Background: an optimization exercise with open tools, aiming at small area. Do not read the settings as production practice. Function was checked by simulation only, so behaviour that the tests miss may differ from the original. Power figures rest on the tool's default switching activity, not on a simulated workload.

## flow/design.v (module list and top-level ports; edited modules follow where they fit)
// module vgagame: 337 lines
// module romE: 186 lines
// module romB: 65 lines
// module romC: 339 lines
// module romGO: 377 lines
// module glyph: 192 lines
module vgagame(clk, vga_h_sync, vga_v_sync, vga_R, vga_G, vga_B, up, down, left, right, shoot, test, reset);
  // ...
==> flow/run.sh <==
#!/bin/bash
# synth_recipe.tcl (not shown) runs the flow's synth.tcl, then flattens the netlist and writes it again
# the make line also repeats each setting of config.mk as NAME=value (left out here)
make -C /OpenROAD-flow-scripts/flow DESIGN_CONFIG=/design/flow/config.mk WORK_HOME=/design/flow/orfs CLKGATE_MAP_FILE= SYNTH_SCRIPT=/design/flow/synth_recipe.tcl finish
==> flow/config.mk <==
export PLATFORM = sky130hd
export DESIGN_NAME = vgagame
export DESIGN_NICKNAME = vgagame
export VERILOG_FILES = /design/flow/design.v
export SDC_FILE = /design/flow/constraint.sdc
export NUM_CORES = 4
export LEC_CHECK = 0
export ABC_AREA = 1
export CAP_MARGIN = 20
export CORE_MARGIN = 2
export CORE_UTILIZATION = 55
export CTS_BUF_LIST = sky130_fd_sc_hd__clkbuf_4 sky130_fd_sc_hd__clkbuf_8
export SLEW_MARGIN = 20
export SYNTH_MEMORY_MAX_BITS = 16384
==> flow/constraint.sdc <==
create_clock -name core_clock -period 10.0 [get_ports {clk}]
set_input_delay 2.0000 -clock core_clock [delete_from_list [all_inputs] [get_ports {clk}]]
set_output_delay 2.0000 -clock core_clock [all_outputs]
set_load 0.01 [all_outputs]
==> impl_metrics.yaml, run 1 <==
synth:
  synth_most_common_cell: "inv_1"
  synthSimpleGateAreaFrac: 0.222
  yosysUniqueCellTypes: 74
  synth_cells: 6397
  synth_seq_cells: 454
  yosys_warnings: 8
  synth_top_family_by_area: "adder cells"
power:
  netSwitchingPower_uw: 1640
  totalPowerFinal_uw: 4960
  power.group.top: "the clock network"
  combPwrFrac: 0.182
setup_path:
  worstSetupPathType: "reg2reg"
  worst-path-stages: 21
  crit_buf_inv: 4
  critPathSlowestCell: "nor4_1"
  cp-startpoint: "CX[0]"
  worst_ep_required_time_ps: 10720
  crit_fanout: 19
min_path:
  worstHoldStart: "G1"
clock_tree:
  cts_setup_buffers: 0
  cts_tree: "done"
  cts_buffers: 90
sta:
  hold_violations: 0
  fin_skew_ps: 49.4
drt:
  wl_um: 151000
  drtIter0Drc: 4278
  vias: 44553
  drc_errors: 0
final_layout:
  drive_gt1_frac: 0.0480
  final_common_cell: "inv_1"
  nets: 7174
run_status:
  status: "complete, no violations"
global_route:
  grt_use_met1: 0.475
  gr-total-overflow: 0
  gr-usage-all-layers: 0.350
  grt_max_degree: 41
floorplan:
  initial_core_util: 0.556
  die_x_um: 295
  row_count: 106
==> run 2: changes to the inputs <==
--- a/flow/config.mk
+++ b/flow/config.mk
@@ -9,6 +9,5 @@
 export CAP_MARGIN = 20
 export CORE_MARGIN = 2
-export CORE_UTILIZATION = 55
-export CTS_BUF_LIST = sky130_fd_sc_hd__clkbuf_4 sky130_fd_sc_hd__clkbuf_8
+export CORE_UTILIZATION = 30
 export SLEW_MARGIN = 20
 export SYNTH_MEMORY_MAX_BITS = 16384
==> impl_metrics.yaml, run 2 <==
run_status:
  status: "complete, no violations"
setup_path:
  max_stage_delay_ps: 490
  endpoint: "hit[1]"
  arrival_ps: 7310
  worstSetupPathType: "reg2reg"
  critical_path.startpoint_type: "register"
  crit_chain: "inv_2, buf_4, ha_1, fa_1, inv_1, fa_1, fa_1, fa_1, fa_1, fa_1, fa_1, fa_1, fa_1, inv_1, nor3_1, nand2_1, o22ai_1, nand4_1, nand2_1, nor2_1, nand2_1, nand3_1, a21oi_1"
  critPathSlowestCell: "fa_1"
  crit_top_cell: "fa_1"
  crit_fanout: 15
  crit_buf_inv: 4
  cp-end-kind: "register"
  rrSetupSlack_ps: 3290
  cp-startpoint: "CX[0]"
  r2r_cells: 23
  r2r-start: "CX[0]"
  worst-path-stages: 23
  worst_ep_required_time_ps: 10600
  crit_family: "adder cells"
  rr_endpoint: "hit[1]"
floorplan:
  initial_core_util: 0.302
  die_x_um: 398
  io_pins: 13
  core_area_sq_um: 154000
  die_h_um: 398
  dieArea_sq_um: 158000
  row_count: 144
synth:
  synth_top_flop_cell: "dfxtp_1"
  synth_area_leaders: "fa_1, dfxtp_1, inv_1"
  synth_most_common_cell: "inv_1"
  synth_seq_cells: 454
  async_flop_share: 0
  yosys-top-cells-count: "inv_1, nand2_1, nor2_1, fa_1, dfxtp_1"
  yosys_warnings: 8
  yosysUniqueCellTypes: 74
  syn_avg_cell_area_sq_um: 7.27
  yosys.area.top_type_share: 0.223
  synth_cells: 6397
  synth_nets: 7165
  synth_edf_count: 3
  ys_seq_area_frac: 0.196
  synth_area_sq_um: 46500
  yosysTopAreaCell: "fa_1"
final_layout:
  multiInputGateArea_sq_um: 32200
  nets: 7153
  syn_to_final_growth_pct: 10.1
  regMostFlops: "EX"
  final_common_cell: "inv_1"
  final_cell_mix: "inv_1, nand2_1, nor2_1"
  drive_gt1_frac: 0.0401
  nFillCells: 16341
  seqCellArea_sq_um: 9140
  largest_reg_flops: 100
  top_regs: "EX x100, EY x90, BX x50"
sta:
  rsz0062_at_grt: "no"
  setup_violations: 0
  relSlewSlack: 0.238
  slew_violations: 0
  fin_crit_ps: 6710
  hold_violations: 0
  fin_tns_setup_ps: 0
  period_share: 0.671
  timing.final.ws_setup_ps: 3290
  fin_skew_ps: 45.4
  worst_slew_pin_slew_ps: 1140
  max_freq_ghz: 0.149
drt:
  wl_um: 159000
  post_drt_via_cell_ratio: 5.25
  vias: 44558
  drtIter0Drc: 4862
  ant_nets: 0
  drc_errors: 0
  dr.pass1.iters: 7
  routedWlPerCell_um: 18.8
placed_design:
  pre_cts_ws_ps: 3320
  routabilityCongestion: 0.968
  portBuffers: 12
  place_hpwl_um: 120000
clock_tree:
  cts_setup_buffers: 0
  cts.clk_slew.worst_paths_ps: 70
  cts_buffers: 59
  cts_max_path_buffers: 3
  postCtsHoldBufs: 0
  cts_resized: 0
  h-tree-depth: 2
  ctsRootBufferMaster: "clkbuf_16"
  cts_tree: "done"
  cts_sinks: 454
  clk_latency_ps: 710
global_route:
  use_met2: 0.322
  first_global_vias: 42697
  grt_max_degree: 54
  gr-usage-all-layers: 0.198
  grt_use_met1: 0.268
  grt_pass1_wl_um: 248000
  grt-busiest-layer: "met2"
  gr-total-overflow: 0
  grt_antenna_before_repair: 4
  gr-usage-met3: 0.0269
min_path:
  hold_class: "reg2reg"
  hold_depth: 0
power:
  ir_drop_mv: 0.135
  cellLeakagePower_uw: 0.0222
  p_per_area_nw_per_um2: 99.9
flow_run:
  drv_cap: 0
-- run 2: routing by layer --
metal  up-vias  wire, um  share of wire
met2      1984     72800           0.46
met5         -        13       0.000082
met1     21337     68400           0.43
met3       333     12200          0.077
met4         2      5960          0.037
li1      20902         -              -
-- run 2: worst min path at each step --
| stage | slack [ps] | start | endpoint |
|---|---|---|---|
| floorplan | 310 | G1 | G2 |
| global placement | 310 | G1 | G2 |
| detailed placement | 310 | G1 | G2 |
| CTS | 330 | G1 | G2 |
| global route | 350 | G1 | G2 |
| finish | 330 | G1 | G2 |
-- run 2: cell families after synthesis --
logic type,share of synthesized area
mux,0.00390
flops,0.196
fa+ha+maj,0.288
xor+xnor,0.0107
simple gates,0.222
buf+inv,0.111
compound gates,0.168
-- run 2: worst reg2reg max path: cells and delay by family, from the launching register on --
family | cells | cell delay [ps]
adder cells (fa/ha/maj) | 10 | 3610
AND/OR/NAND/NOR | 7 | 1270
buffers and inverters | 4 | 1030
flip-flops | 1 | 420
AO/OA/AOI/OAI | 2 | 290
-- run 2: layout make-up --
class	count	share of cell area
timing repair buffer	73	0.0118
clock buffer	87	0.0344
multi-input combinational	4572	0.629
sequential	454	0.178
antenna	1	0.0000489
clock inverter	25	0.00618
tap	2044	0.0499
inverter	1225	0.0898
-- run 2: where the power goes --
group	internal (uW)	switching, uW	total (uW)
Clock	1350	951	2300
Combinational	269	681	951
Sequential	1830	32.8	1860
-- run 2: metrics by stage --
step / hold slack (ps) / instances / total power [uW] / utilization / area (sq um)
2_1_floorplan: 310 / 6397 / 2490 / - / 46500
3_3_place_gp: 311 / 8367 / 2840 / 0.319 / 49100
3_5_place_dp: 312 / 8367 / 2830 / 0.319 / 49100
4_1_cts: 325 / 8479 / 5150 / 0.332 / 51200
5_1_grt: 347 / 8480 / 5320 / 0.332 / 51200
6_report: 326 / 8481 / 5120 / 0.332 / 51200

-- afterwards: timing with drivers on the ports --
No port has a modelled driver above. Below, the same layouts with a new extraction and two added sets of constraints. Step 1, drivers: a clkbuf_16 drives clk and a buf_2 each remaining input, both assumed. Step 2 adds t to the input delays and takes it off the output delays; t is the mean of the earliest and latest rising clock arrival at the registers after step 1. Input paths then give back, and output paths get back, about the clock's delay inside the block. Three values: no drivers, after step 1, after step 2; two values: the first two.
run	shift t [ns]	setup slack, ns	worst register clock-pin slew, ns
run 1	0.831	3.092 / 3.092 / 3.092	0.07 / 0.07
run 2	0.762	3.289 / 3.289 / 3.289	0.07 / 0.07
After both steps every run listed still meets setup and hold.
